This design comes from an exercise in tuning for small area, a short achievable clock period and few clock cycles on the open sky130 flow, not from production work.
In this exercise RTL edits were held to simulation tests only and were not proved equivalent to the original.
Power and IR drop assume default switching activity.

## design/flow/constraint.sdc

```tcl
create_clock -name core_clock -period 5.0 [get_ports {clk}]
set_input_delay 1.0000 -clock core_clock [delete_from_list [all_inputs] [get_ports {clk}]]
set_output_delay 1.0000 -clock core_clock [all_outputs]
set_load 0.01 [all_outputs]
```

## design/flow/design.v

```verilog
`timescale 1ns/10ps
module  ATCONV(
	input		clk,
	input		reset,
	output	reg	busy,
	input		ready,
	output reg	[11:0]	iaddr,
	input signed [12:0]	idata,
	output	reg 	cwr,
	output  reg	[11:0]	caddr_wr,
	output reg 	[12:0] 	cdata_wr,
	output	 	crd,
	output 	[11:0] 	caddr_rd,
	input 	[12:0] 	cdata_rd,
	output reg 	csel
	);
assign crd = 1'b0;
assign caddr_rd = 12'd0;
localparam [12:0] BIAS = 13'h1FF4;    
localparam [12:0] NBIAS = 13'h000C;   
reg        done;        
reg        ending;      
reg  [5:0] bi;          
reg        g;           
reg        p0, p1, p2;  
reg        vm1;         
reg        c_fl;        
wire [5:0] x = iaddr[5:0];
reg  [12:0] din;         
wire hold = reset | ~busy & ~ready;
wire       col_end = p2 & g;                       
wire       row_end = col_end & ~vm1 & (x == 6'd63);
wire [4:0] bip = bi[4:0] + 5'd1;
wire [4:0] bim = bi[4:0] - 5'd1;
wire       vm1_n = row_end | vm1 & ~col_end;
wire [5:0] x_n = (col_end & ~vm1) ? x + 6'd1 : x;   
wire [5:0] row_n = p0 ? {bi[4:0], g} :
                   p1 ? ((bi[4:0] == 5'd31) ? 6'd63 : {bip, g}) :
                   row_end ? {bi[4:0], 1'b0} :
                   (bi[4:0] == 5'd0) ? 6'd0 : {bim, ~g};
always @(posedge clk) begin
	if (hold) begin
		bi <= 6'd0;
		g <= 1'b0;
		p0 <= 1'b1; p1 <= 1'b0; p2 <= 1'b0;
		vm1 <= 1'b1;
		c_fl <= 1'b1;
		iaddr <= 12'd0;
	end else begin
		if (row_end) bi <= {bi[5] | (&bi[4:0]), bip};
		if (p2) g <= ~g;
		p0 <= p2; p1 <= p0; p2 <= p1;
		vm1 <= vm1_n;
		c_fl <= vm1_n | (x_n == 6'd0);
		iaddr <= {row_n, x_n};
	end
end
always @(posedge clk) begin
	if (reset) begin
		busy <= 1'b0;
		done <= 1'b0;
	end else begin
		if (~busy & ~done & ready) busy <= 1'b1;
		if (ending) begin
			busy <= 1'b0;
			done <= 1'b1;
		end
	end
end
reg f_valid, f_valid2;
always @(posedge clk) begin
	if (reset) begin
		f_valid <= 1'b0;
		f_valid2 <= 1'b0;
	end else begin
		f_valid <= c_fl ? (bi != 6'd0) : ~(~vm1 & (x == 6'd1));
		f_valid2 <= f_valid;
	end
end
reg [12:5] din_b;
reg [12:9] din_c;
reg        fl_a, fl_b, fl_c, vm1_c;
always @(posedge clk) begin
	din <= idata;
	din_b <= din[12:5];
	din_c <= din_b[12:9];
	fl_a <= c_fl;
	fl_b <= fl_a;
	fl_c <= fl_b;
	vm1_c <= vm1;
end
reg  [11:0] sf0, sf1, sf2, sf3;
wire [12:0] sx1 = {1'b1, sf1};
wire [12:0] sx3 = {1'b1, sf3};
reg  [12:0] pf0, pf1, pf2, pf3;
reg  [11:0] acc_s;
reg  [12:0] acc_c, acc_o;
reg         ca_s, ca_c, ca_o;   
reg         cb_s, cb_c, cb_o;   
wire [12:0] da = din;
wire [12:0] db = {din_b, 5'd0};
wire [12:0] dc = {din_c, 9'd0};
wire [12:0] nst_a = ~(p2 ? {2'b0, da[12:2]} : {4'b0, da[12:4]});
wire [12:0] nst_b = ~(p0 ? {2'b0, db[12:2]} : {4'b0, db[12:4]});
wire [12:0] nst_c = ~(p1 ? {2'b0, dc[12:2]} : {4'b0, dc[12:4]});
wire [12:0] ct_a = p2 ? da : ~{3'b0, da[12:3]};
wire [12:0] ct_b = p0 ? db : ~{3'b0, db[12:3]};
wire [12:0] ct_c = p1 ? dc : ~{3'b0, dc[12:3]};
wire [12:0] left_a = fl_a ? sx3 : sx1;
wire [12:0] left_b = fl_b ? sx3 : sx1;
wire [12:0] left_c = fl_c ? sx3 : sx1;
wire [12:0] oa_a = ~fl_a ? nst_a : p1 ? (vm1 ? sx3 : sx1) : p2 ? NBIAS : 13'd0;
wire [12:0] oa_b = ~fl_b ? nst_b : p2 ? (vm1 ? sx3 : sx1) : 13'd0;
wire [12:0] oa_c = ~fl_c ? nst_c : p0 ? (vm1_c ? sx3 : sx1) : 13'd0;
wire [5:0] s_a = {1'b0, p1 ? BIAS[4:0] : acc_s[4:0]} + {1'b0, nst_a[4:0]} + 6'd1;
wire [5:0] c_a = {1'b0, p1 ? left_a[4:0] : acc_c[4:0]} + {1'b0, ct_a[4:0]} + {5'd0, ~p2};
wire [5:0] o_a = {1'b0, p1 ? pf1[4:0] : acc_o[4:0]} + {1'b0, oa_a[4:0]} + {5'd0, ~fl_a};
wire [4:0] s_b = {1'b0, p2 ? BIAS[8:5] : acc_s[8:5]} + {1'b0, nst_b[8:5]} + {4'd0, ca_s};
wire [4:0] c_b = {1'b0, p2 ? left_b[8:5] : acc_c[8:5]} + {1'b0, ct_b[8:5]} + {4'd0, ca_c};
wire [4:0] o_b = {1'b0, p2 ? pf1[8:5] : acc_o[8:5]} + {1'b0, oa_b[8:5]} + {4'd0, ca_o};
wire [2:0] s_c = (p0 ? BIAS[11:9] : acc_s[11:9]) + nst_c[11:9] + {2'd0, cb_s};
wire [3:0] c_c = (p0 ? left_c[12:9] : acc_c[12:9]) + ct_c[12:9] + {3'd0, cb_c};
wire [3:0] o_c = (p0 ? pf1[12:9] : acc_o[12:9]) + oa_c[12:9] + {3'd0, cb_o};
always @(posedge clk) begin
	{ca_s, acc_s[4:0]} <= s_a;
	{ca_c, acc_c[4:0]} <= c_a;
	{ca_o, acc_o[4:0]} <= o_a;
	{cb_s, acc_s[8:5]} <= s_b;
	{cb_c, acc_c[8:5]} <= c_b;
	{cb_o, acc_o[8:5]} <= o_b;
	acc_s[11:9] <= s_c;
	acc_c[12:9] <= c_c;
	acc_o[12:9] <= o_c;
end
wire fin_a = busy & p1;
wire fin_b = busy & p2;
wire fin_c = busy & p0;
always @(posedge clk) begin
	if (fin_a) begin
		sf0[4:0] <= sf1[4:0]; sf1[4:0] <= sf2[4:0]; sf2[4:0] <= sf3[4:0]; sf3[4:0] <= acc_s[4:0];
		pf0[4:0] <= pf1[4:0]; pf1[4:0] <= pf2[4:0]; pf2[4:0] <= pf3[4:0]; pf3[4:0] <= acc_c[4:0];
	end
	if (fin_b) begin
		sf0[8:5] <= sf1[8:5]; sf1[8:5] <= sf2[8:5]; sf2[8:5] <= sf3[8:5]; sf3[8:5] <= acc_s[8:5];
		pf0[8:5] <= pf1[8:5]; pf1[8:5] <= pf2[8:5]; pf2[8:5] <= pf3[8:5]; pf3[8:5] <= acc_c[8:5];
	end
	if (fin_c) begin
		sf0[11:9] <= sf1[11:9]; sf1[11:9] <= sf2[11:9]; sf2[11:9] <= sf3[11:9]; sf3[11:9] <= acc_s[11:9];
		pf0[12:9] <= pf1[12:9]; pf1[12:9] <= pf2[12:9]; pf2[12:9] <= pf3[12:9]; pf3[12:9] <= acc_c[12:9];
	end
end
reg  [8:0]  mr;            
reg  [8:0]  o_lo;
reg         wr0_b, wr0_c, l1;
wire        wr0 = fin_a & f_valid2 & ~ending;
wire [11:0] l0v = acc_o[12] ? 12'd0 : {acc_o[11:9], o_lo};
always @(posedge clk) begin
	if (fin_a) o_lo[4:0] <= acc_o[4:0];
	if (fin_b) o_lo[8:5] <= acc_o[8:5];
end
always @(posedge clk) begin
	if (reset) begin
		cwr <= 1'b0;
		csel <= 1'b1;
		caddr_wr <= 12'h3FF;
		wr0_b <= 1'b0;
		wr0_c <= 1'b0;
		l1 <= 1'b0;
		ending <= 1'b0;
	end else begin
		wr0_b <= wr0;
		wr0_c <= wr0_b;
		l1 <= wr0_c & ~csel & ~caddr_wr[6] & caddr_wr[0];
		cwr <= wr0_c | l1;
		if (wr0_c) begin
			cdata_wr <= {1'b0, l0v};
			csel <= 1'b0;
			if (csel)
				caddr_wr <= {caddr_wr[9:5] + {4'd0, &caddr_wr[4:0]}, 1'b0, caddr_wr[4:0] + 5'd1, 1'b0};
			else if (~caddr_wr[6])
				caddr_wr[6] <= 1'b1;
			else begin
				caddr_wr[6] <= 1'b0;
				caddr_wr[0] <= 1'b1;
			end
		end else if (l1) begin
			cdata_wr <= {mr, 4'd0};
			csel <= 1'b1;
			caddr_wr <= {2'b00, caddr_wr[11:7], caddr_wr[5:1]};
			if ((&caddr_wr[11:7]) & (&caddr_wr[5:1])) ending <= 1'b1;
		end
	end
end
always @(posedge clk) begin
	if (wr0_c & (csel | ({1'b0, l0v} > {mr, 4'd0})))
		mr <= {1'b0, l0v[11:4]} + {8'd0, l0v[3:0] != 4'd0};
end
endmodule
```

## design/flow/config.mk

```make
export PLATFORM = sky130hd
export DESIGN_NAME = ATCONV
export DESIGN_NICKNAME = ATCONV
export VERILOG_FILES = /design/flow/design.v
export SDC_FILE = /design/flow/constraint.sdc
export NUM_CORES = 4
export LEC_CHECK = 0
export CAP_MARGIN = 20
export CORE_MARGIN = 2
export CORE_UTILIZATION = 40
export PLACE_DENSITY = 0.6
export SETUP_SLACK_MARGIN = 2.85
export SLEW_MARGIN = 20
```

## design/flow/run.sh

```bash
#!/bin/bash
# synth_recipe.tcl (not shown) runs the flow's synth.tcl, then flattens the netlist and writes it again
# the make line also repeats each setting of config.mk as NAME=value (left out here)
make -C /OpenROAD-flow-scripts/flow DESIGN_CONFIG=/design/flow/config.mk WORK_HOME=/design/flow/orfs CLKGATE_MAP_FILE= SYNTH_SCRIPT=/design/flow/synth_recipe.tcl finish
```

==> run summary <==
die area=25,700 sq um; Setup Viol. Count Final=0; number of max-cap violations=0; layout cells sized above 1=0.215; Clock Latency Late Sink=520 ps; HPWL Detailed=12,000 microns; clk sink count=225; Pwr per Cell Area=433 nW/um^2; Final Skew=7.75 ps; worst slew pin tran=978 ps; final core occ=0.501; nets=1,032; vias in the first global route=5,786; Area growth syn-to-layout=23.8%; Core Box Area=24,200 sq um; Total Routed Length=18,100 microns; clk buf depth=3; Reg clk slew, reported paths=60 ps; CP Capture Type=output pin; crit path buf inv count=1; Starting Density=0.405; Top FF cell, synth=dfxtp_1; Yosys cell types=63; critical-path cell with the highest stage delay=dfxtp_4; HP Class=reg2reg; per-cell routed wire length=14.1 microns; pin count of the biggest net entering global routing=41; global route overflow=0; Seq pwr share=0.446; switching share of total power=0.253; syn avg cell area=11.6 sq um; Port Buffers=55; CP Depth=1; Final ANT Viol Nets=0; CTS tree=done; CP Max Fanout=5; number of synthesized flops with an enable pin=106; flop-to-flop setup slack=2890 ps; Worst EP arrival=1110 ps; critical path type=reg2out; via count=6,143; most common cell in the netlist=dfxtp_1; P_sw=1.33 mW; commonest cells in the synthesized netlist=dfxtp_1 (119), edfxtp_1 (106), nor2_1 (75), inv_1 (62), a21oi_1 (49); Slew headroom=0.348; clock network power share=0.370; Clock Root Buffer=clkbuf_16; Fin. Hold Viols=0; Ant. Diodes=0; CTS buffer count=25; Die W=160 microns; clock period minus final worst setup slack=2110 ps; max incr delay on CP=370 ps; Syn. warnings=1; Max VDD drop=0.279 mV; synthesized cell area=9790 sq um; worst path cell trace=clkdlybuf4s15_2; Placer Congestion=0.823; initial antenna violation count=0; H-tree depth=1; GR Util All Layers=0.139; CP Launch Type=flop; Mapped Cells=846; Pint=3.92 mW; std cell rows=57; Worst Path Required=4000 ps; Seq cells post-synth=225; via/cell ratio=4.78; area leader, netlist=edfxtp_1; first-pass GRT wire length=29,500 microns; delay-heaviest family, CP=flip-flops; combinational share of power=0.184; Final TNS setup=0 ps; TritonRoute pass-1 iters=4; final worst-path cycle share=0.422; Area contributors post-synth=edfxtp_1 (33%), dfxtp_1 (24%), ha_1 (5.6%); # hold bufs at CTS=0; Leakage=4.99 nW; status=no timing/DRC/antenna violations; Die Span Y=160 microns; hold path depth=0; Worst R2R Path Depth=6; Pins Over Slew Limit=0; DRC=0; async set or reset register ratio after synthesis=0; Ports=82; drt first-iter violations=375; fmax=474 MHz; unrepaired setup endpoints after global routing=true; Synth top area share=0.325; sequential area share after synthesis=0.568
-- worst paths after layout --
kind | startpoint | endpoint
min | din[12]$_DFF_P_ | din_b[12]$_DFF_P_
min reg2reg | din[12]$_DFF_P_ | din_b[12]$_DFF_P_
max reg2reg | acc_o[9]$_DFF_P_ | mr[5]$_DFFE_PP_
max | caddr_wr[2]$_SDFFE_PP1P_ | caddr_wr[2]
-- repair_timing --
item,CTS,global route
setup endpoints to repair,110,46
buffers inserted,21,17
cloned,2,0
pin swaps,0,7
resized for setup,156,51
-- area by class of cell --
cell class,count,area (sq um)
fillers,2157,12100
flip-flops and latches,225,5670
multi-input cells,524,3980
repair buffers,103,900
clock buffers,40,848
well taps,324,405
inverters,63,245
clock inverters,6,70.1
-- cells in the final DEF, fill, tap and decap left out, types with 14 or more instances in the layout --
master / Yosys / final
mux2i_1: 35 / 35
a21o_1: 19 / 18
nand2_1: 38 / 38
nor2b_1: 25 / 22
fa_1: 17 / 14
buf_4: 13 / 43
o21ai_0: 31 / 28
nor2_1: 75 / 74
clkbuf_16: 0 / 30
clkdlybuf4s50_1: 0 / 14
ha_1: 44 / 38
edfxtp_1: 106 / 106
dfxtp_1: 119 / 87
xnor2_1: 28 / 28
dfxtp_4: 0 / 25
a21oi_1: 49 / 48
inv_1: 62 / 61
-- worst reg2reg max path: stages, from the launching register on --
cell	delay [ps]
dfxtp_2	320
nor2b_2	170
ha_1	260
and4b_1	240
o2111ai_2	130
or4_4	560
o311a_4	180
-- cell families (layout without fill, tap and decap cells) --
logic type / Yosys count / after routing / share of synthesized area
flip-flops: 225 / 225 / 0.568
AND/OR/NAND/NOR: 211 / 211 / 0.107
AO/OA/AOI/OAI: 149 / 150 / 0.0967
buffers and inverters: 110 / 212 / 0.0487
adder cells (fa/ha/maj): 62 / 62 / 0.0920
multiplexers: 48 / 48 / 0.0507
XOR/XNOR: 40 / 40 / 0.0358
other: 1 / 13 / 0.000383
-- power by group through the flow --
stage	combinational, mW	sequential (mW)	clock (mW)
4_1_cts	0.916	2.34	1.99
2_1_floorplan	0.743	2.33	0
3_5_place_dp	0.861	2.40	0
3_3_place_gp	0.837	2.39	0
6_report	0.963	2.34	1.94
5_1_grt	1.12	2.38	2.08
-- through the flow --
stage	area [sq um]	hold slack [ps]	power, mW	cells	setup WS (ps)
final	12100	326	5.25	1285	2890
after global routing	12100	331	5.58	1285	2780
after CTS	11900	326	5.25	1268	2850
after detailed placement	10600	313	3.26	1199	2050
after global placement	10600	312	3.23	1199	2010
after floorplan	9890	310	3.08	858	2850
-- flip-flops by register name, indices dropped and copies added, names as in the netlist, 13 cells and up --
name      cells
acc_c        13
din          13
cdata_wr     13
acc_o        13
pf3          13
pf1          13
pf2          13
-- metal layers --
metal	wire length, microns	vias to the layer above	GRT usage
li1	-	3125	-
met1	8920	2865	0.201
met2	8110	127	0.217
met3	762	26	0.0248
met4	310	0	0.0348
met5	0	-	0
Testbench counts, summed over its fixed seeds: cycles 199,968.

## separate check: timing with driven ports
No port has a modelled driver above. Below, the same layout with a new extraction and two added sets of constraints.
Step 1 (the two cells are an assumption about what drives the block):
set clk [get_ports {clk}]
set_driving_cell -lib_cell sky130_fd_sc_hd__clkbuf_16 $clk
set_driving_cell -lib_cell sky130_fd_sc_hd__buf_2 [delete_from_list [all_inputs] $clk]
Step 2 also shifts input and output timing later by t, the mid clock arrival at the registers, as if the neighbouring blocks saw the same clock.
a / b / c = no drivers / after step 1 / after step 2; a / b = the first two.
t (ns): 0.558
setup slack, ns: 2.892 / 2.849 / 2.418
clock arrival spread, ns: 0.008 / 0.008
After both steps setup and hold are still met in this run. The setup slack of this run moves by -0.043 ns with the drivers and by -0.474 ns with both steps.
